From an optimization exercise on the open Yosys and OpenROAD flow, aimed at small area and a short achievable clock period; shortcuts taken in it are not production practice. Function was checked by simulation only, so behaviour that the tests miss may differ from the original.

## final_log
module final_log(clk, reset, base, in_data, out_data);
    input clk, reset;
    input [1:0] base;
    input [31:0] in_data;
    output reg [31:0] out_data;
    function [20:0] tn0;
        input [1:0] b;
        input [2:0] d;    
        begin
            case ({b[1], b[1] ? 1'b0 : b[0], d})
                5'b00000: tn0 = 21'h1fffff;
                5'b00001: tn0 = 21'h1d2eba;
                5'b00010: tn0 = 21'h1e730d;
                5'b00011: tn0 = 21'h1ba1c8;
                5'b00100: tn0 = 21'h1f2e7a;
                5'b00101: tn0 = 21'h1c5d35;
                5'b00110: tn0 = 21'h1da188;
                5'b00111: tn0 = 21'h1ad043;
                5'b01000: tn0 = 21'h1fffff;
                5'b01001: tn0 = 21'h198336;
                5'b01010: tn0 = 21'h1c6e00;
                5'b01011: tn0 = 21'h15f137;
                5'b01100: tn0 = 21'h1e1d8f;
                5'b01101: tn0 = 21'h17a0c6;
  ...
Size in the first run: about 30 flip-flops, about 68 I/O pins, about 13000 um^2 of cells after synthesis.
export LEC_CHECK = 0
export ABC_AREA = 1
export CAP_MARGIN = 20
export CORE_MARGIN = 2
export CORE_UTILIZATION = 40
export SLEW_MARGIN = 20
export TNS_END_PERCENT = 10
create_clock -name core_clock -period 60.0 [get_ports {clk}]
standard.sh (not shown) runs the stock make flow with config.mk's settings and CLKGATE_MAP_FILE= SYNTH_SCRIPT=/design/flow/synth_recipe.tcl, a recipe that flattens the netlist after the stock synthesis.
==> flow/flow/run.sh <==
#!/bin/bash
# The standard layout (the standard.sh: ORFS from synthesis to the final
# layout, unchanged), with ORFS's timing repair asked to leave 35 ns of setup
# slack instead of none, so that it sizes and buffers the critical paths.
# The ORFS logs keep each tool's output; run.log keeps make's.
set -euo pipefail
bash standard.sh SETUP_SLACK_MARGIN=35 finish > run.log 2>&1
The first run completed with no timing, DRC or antenna violations.
Edit:
==> flow/flow/run.sh (replaced) <==
#!/bin/bash
# The standard layout, with ORFS's timing repair asked to leave 41 ns of setup
# slack (a 19 ns period) instead of none, so that it sizes and buffers the
# critical paths; every tool's output is kept in the ORFS logs and in run.log.
set -euo pipefail
bash standard.sh SETUP_SLACK_MARGIN=41 finish > run.log 2>&1
Settings changed: TNS_END_PERCENT 10 to not set.
The new run completed with no timing, DRC or antenna violations; routed wire length climbs by about 24%; critical path depth goes up by 4; global-route usage climbs by 3.5 points; final cell count went up by about 8%; via count is higher by 12%; synthesized cell count does not change; non-clock buffer count climbs by 179; clock-buffer cell count stays the same; final area grows by 26%; die area stays the same; first-iteration DRC count went down by about 1.1%.
Edit:
==> flow/flow/run.sh (replaced) <==
#!/bin/bash
# The standard layout (the standard.sh: ORFS from synthesis to the final
# layout, unchanged), with ORFS's timing repair asked to leave 35 ns of setup
# slack instead of none, so that it sizes and buffers the critical paths.
# The ORFS logs keep each tool's output; run.log keeps make's.
set -euo pipefail
bash standard.sh SETUP_SLACK_MARGIN=35 finish > run.log 2>&1
Settings changed: ABC_AREA 1 to not set.
The changed run finished clean.
Setup slack gets worse by 2200 ps.
Global-route usage shrinks by 1.8 points.
Edit:
Settings changed: ABC_AREA set to 1, CORE_UTILIZATION 40 to 60.
Die area went down by a quarter to a third; non-clock buffer count falls by 126; global-route usage came out higher by 7.9 points.
Edit:
==> flow/flow/run.sh (replaced) <==
#!/bin/bash
# The standard layout (the standard.sh: ORFS from synthesis to the final
# layout, unchanged), with ORFS's timing repair asked to leave 35 ns of setup
# slack instead of none, so that it sizes and buffers the critical paths, then lets it downsize the gates off them (RECOVER_POWER).
# The ORFS logs keep each tool's output; run.log keeps make's.
set -euo pipefail
bash standard.sh SETUP_SLACK_MARGIN=35 RECOVER_POWER=100 finish > run.log 2>&1
Settings changed: CORE_UTILIZATION 60 to 40.
Result: The changed run reached the layout checks and failed them: max-capacitance violations, max-slew violations. Setup slack got worse by 2800 ps. Clock-buffer cell count does not change. Via count is lower by 2.9%. Routed wire length is lower by 1.4%.

maple:
Starting RTL as in the previous note.
clock: 60.0 ns
lec_check: 0
abc_area: 1
cap_margin: 20
core_margin: 2
core_utilization: 40
slew_margin: 20
==> flow/flow/run.sh <==
#!/bin/bash
# The standard layout (the standard.sh: ORFS from synthesis to the final
# layout, unchanged), with ORFS's timing repair asked to leave 35 ns of setup
# slack instead of none, so that it sizes and buffers the critical paths.
# Ports get buf_1 buffers rather than the delay cells buffer_ports picks on
# its own; the timing repair resizes them where that matters.
# The ORFS logs keep each tool's output; run.log keeps make's.
set -euo pipefail
bash standard.sh SETUP_SLACK_MARGIN=35 "BUFFER_PORTS_ARGS=-buffer_cell sky130_fd_sc_hd__buf_1" finish > run.log 2>&1
Having completed the whole flow, maple delivered a layout that passed the timing, design-rule and antenna checks.
Changes in onyx relative to maple:
==> flow/flow/run.sh <==
#!/bin/bash
# The standard layout, with ORFS's timing repair asked to leave 38 ns of setup
# slack (a 22 ns period) instead of none, so that it sizes and buffers the
# critical paths; every tool's output is kept in the ORFS logs and in run.log.
set -euo pipefail
bash standard.sh SETUP_SLACK_MARGIN=38 finish > run.log 2>&1
Notes after the runs:
- Of onyx and maple, the lower placer's final routability congestion estimate belongs to maple.
- Looking at routing usage on met2, onyx sits 5.2 points above maple.
- Of onyx and maple, the higher wire length of the first global-routing pass belongs to onyx.
- The flow did not stop early for maple: all stages ran, and the layout cleared the timing, design-rule and antenna checks.
- onyx was carried through to the last stage, and its layout satisfied the timing, design-rule and antenna checks.
- Summary of onyx over maple: critical path buffer and inverter count saw a decrease.
- Lower final critical-path share of the clock period goes to onyx over maple.
- Summary of onyx over maple: measured slew at the worst slew-check pin now larger; post-route cell area now larger.

Another version of the RTL of final_log (not shown whole).
Size: about 1900 cells after synthesis, ~30 flip-flops, roughly 68 I/O pins, about 13000 µm² of cells after synthesis.
Design final_log, start of the top module:
module final_log(clk, reset, base, in_data, out_data);
    input clk, reset;
    input [1:0] base;
    input [31:0] in_data;
    output reg [31:0] out_data;
    function [20:0] tn0;
        input [1:0] b;
        input [2:0] d;    
        begin
            case ({b[1], b[1] ? 1'b0 : b[0], d})
                5'b00000: tn0 = 21'h1fffff;
                5'b00001: tn0 = 21'h1d2eba;
                5'b00010: tn0 = 21'h1e730d;
                5'b00011: tn0 = 21'h1ba1c8;
                5'b00100: tn0 = 21'h1f2e7a;
                5'b00101: tn0 = 21'h1c5d35;
                5'b00110: tn0 = 21'h1da188;
                5'b00111: tn0 = 21'h1ad043;
                5'b01000: tn0 = 21'h1fffff;
                5'b01001: tn0 = 21'h198336;
                5'b01010: tn0 = 21'h1c6e00;
                5'b01011: tn0 = 21'h15f137;
                5'b01100: tn0 = 21'h1e1d8f;
                5'b01101: tn0 = 21'h17a0c6;
                5'b01110: tn0 = 21'h1a8b90;
                5'b01111: tn0 = 21'h140ec7;
                5'b10000: tn0 = 21'h1fffff;
                5'b10001: tn0 = 21'h16a3fd;
                5'b10010: tn0 = 21'h1ad961;
                5'b10011: tn0 = 21'h117d5f;
                5'b10100: tn0 = 21'h1d47fc;
                5'b10101: tn0 = 21'h13ebfa;
                5'b10110: tn0 = 21'h18215e;
                5'b10111: tn0 = 21'hec55c;
                default: tn0 = 21'h1fffff;
            endcase
        end
    endfunction
    function [17:0] tn1;
        input [1:0] b;
        input [3:0] d;    
        begin
            case ({b[1], b[1] ? 1'b0 : b[0], d})
                6'b000000: tn1 = 18'h3ffff;
                6'b000001: tn1 = 18'h39427;
                6'b000010: tn1 = 18'h3c942;
                6'b000011: tn1 = 18'h35d6a;
                6'b000100: tn1 = 18'h3e46b;
                6'b000101: tn1 = 18'h37893;
                6'b000110: tn1 = 18'h3adae;
                6'b000111: tn1 = 18'h341d6;
                6'b001000: tn1 = 18'h3f227;
                6'b001001: tn1 = 18'h3864f;
  ...
==> flow/config.mk <==
export PLATFORM = sky130hd
export DESIGN_NAME = final_log
export DESIGN_NICKNAME = final_log
export VERILOG_FILES = /design/flow/design.v
export SDC_FILE = /design/flow/constraint.sdc
export NUM_CORES = 4
export LEC_CHECK = 0
export ABC_AREA = 1
export CAP_MARGIN = 20
export CORE_MARGIN = 2
export CORE_UTILIZATION = 40
export CTS_BUF_LIST = sky130_fd_sc_hd__clkbuf_8
export CTS_CLUSTER_DIAMETER = 200
export CTS_CLUSTER_SIZE = 30
export PLACE_DENSITY = 0.85
export SLEW_MARGIN = 20
==> flow/constraint.sdc <==
create_clock -name core_clock -period 60.0 [get_ports {clk}]
set_input_delay 12.0000 -clock core_clock [delete_from_list [all_inputs] [get_ports {clk}]]
set_output_delay 12.0000 -clock core_clock [all_outputs]
set_load 0.01 [all_outputs]
==> flow/flow/run.sh <==
#!/bin/bash
set -euo pipefail
bash standard.sh SETUP_SLACK_MARGIN=36 "BUFFER_PORTS_ARGS=-buffer_cell sky130_fd_sc_hd__buf_1" SKIP_GATE_CLONING=1 finish > run.log 2>&1
The baseline went through all stages and came out clean.
==> next run, changes <==
- PLACE_DENSITY: 0.85 -> not set
What happened: The new run produced a clean layout. Wire length goes down slightly. Worst setup slack gets better by 0.12 ns. Synthesized area stays the same. Cell area decreases slightly. Via count went down by a few percent. Final cell count is about the same. Fmax climbs slightly.
==> next run, changes <==
==> flow/flow/run.sh (replaced) <==
#!/bin/bash
set -euo pipefail
bash standard.sh SETUP_SLACK_MARGIN=37 "BUFFER_PORTS_ARGS=-buffer_cell sky130_fd_sc_hd__buf_1" SKIP_GATE_CLONING=1 finish > run.log 2>&1
Sequential cell count stays the same.
Design area increases by 5.1%.
Worst hold slack barely changes.
Wire length increases by 2.9%.
Utilization increases by 2.2 points.
Worst setup slack gets better by 0.68 ns.
Critical path depth decreases by 2.

-- separate check: timing with driven ports --
In the flow no input, the clock included, has a driving cell. The finished layouts below were timed again as built, in two steps.
Step 1 assumes that a clkbuf_16 drives the clock port and a buf_2 every other input.
Step 2 moves the port delays by t, midway between the first and last clock arrival at a register: inputs arrive t later, outputs are due t later. That takes back most of the time a late clock gives input paths.
a / b / c = no drivers / after step 1 / after step 2; a / b = the first two.
| run | t, ns | setup slack, ns | clock arrival spread, ns | worst register clock-pin slew, ns | worst slew at a driven data input, ns |
|---|---|---|---|---|---|
| the first run of note 1 | 0.327 | 35.644 / 35.605 / 35.909 | 0.009 / 0.009 | 0.06 / 0.06 | 0.04 |
| the second run of note 1 | 0.327 | 36.872 / 36.831 / 37.158 | 0.011 / 0.010 | 0.06 / 0.06 | 0.05 |
| the third run of note 1 | 0.321 | 34.694 / 34.650 / 34.971 | 0.002 / 0.002 | 0.05 / 0.05 | 0.04 |
| the fourth run of note 1 | 0.315 | 35.580 / 35.542 / 35.857 | 0.003 / 0.004 | 0.05 / 0.05 | 0.05 |
| the fifth run of note 1 | 0.328 | 32.765 / 32.787 / 32.460 | 0.009 / 0.009 | 0.06 / 0.06 | 0.04 |
| maple | 0.327 | 35.880 / 35.838 / 36.165 | 0.008 / 0.008 | 0.06 / 0.06 | 0.03 |
| onyx | 0.332 | 36.777 / 36.734 / 37.066 | 0.011 / 0.012 | 0.06 / 0.06 | 0.04 |
| the first run of note 3 | 0.336 | 36.689 / 36.705 / 36.369 | 0.012 / 0.012 | 0.08 / 0.08 | 0.06 |
| the second run of note 3 | 0.332 | 36.806 / 36.810 / 36.478 | 0.015 / 0.015 | 0.08 / 0.08 | 0.05 |
| the third run of note 3 | 0.331 | 37.484 / 37.500 / 37.169 | 0.014 / 0.014 | 0.08 / 0.08 | 0.07 |
The setup slack of the second run of note 3, which loses most, moves by +0.004 ns with the drivers and by -0.328 ns with both steps.
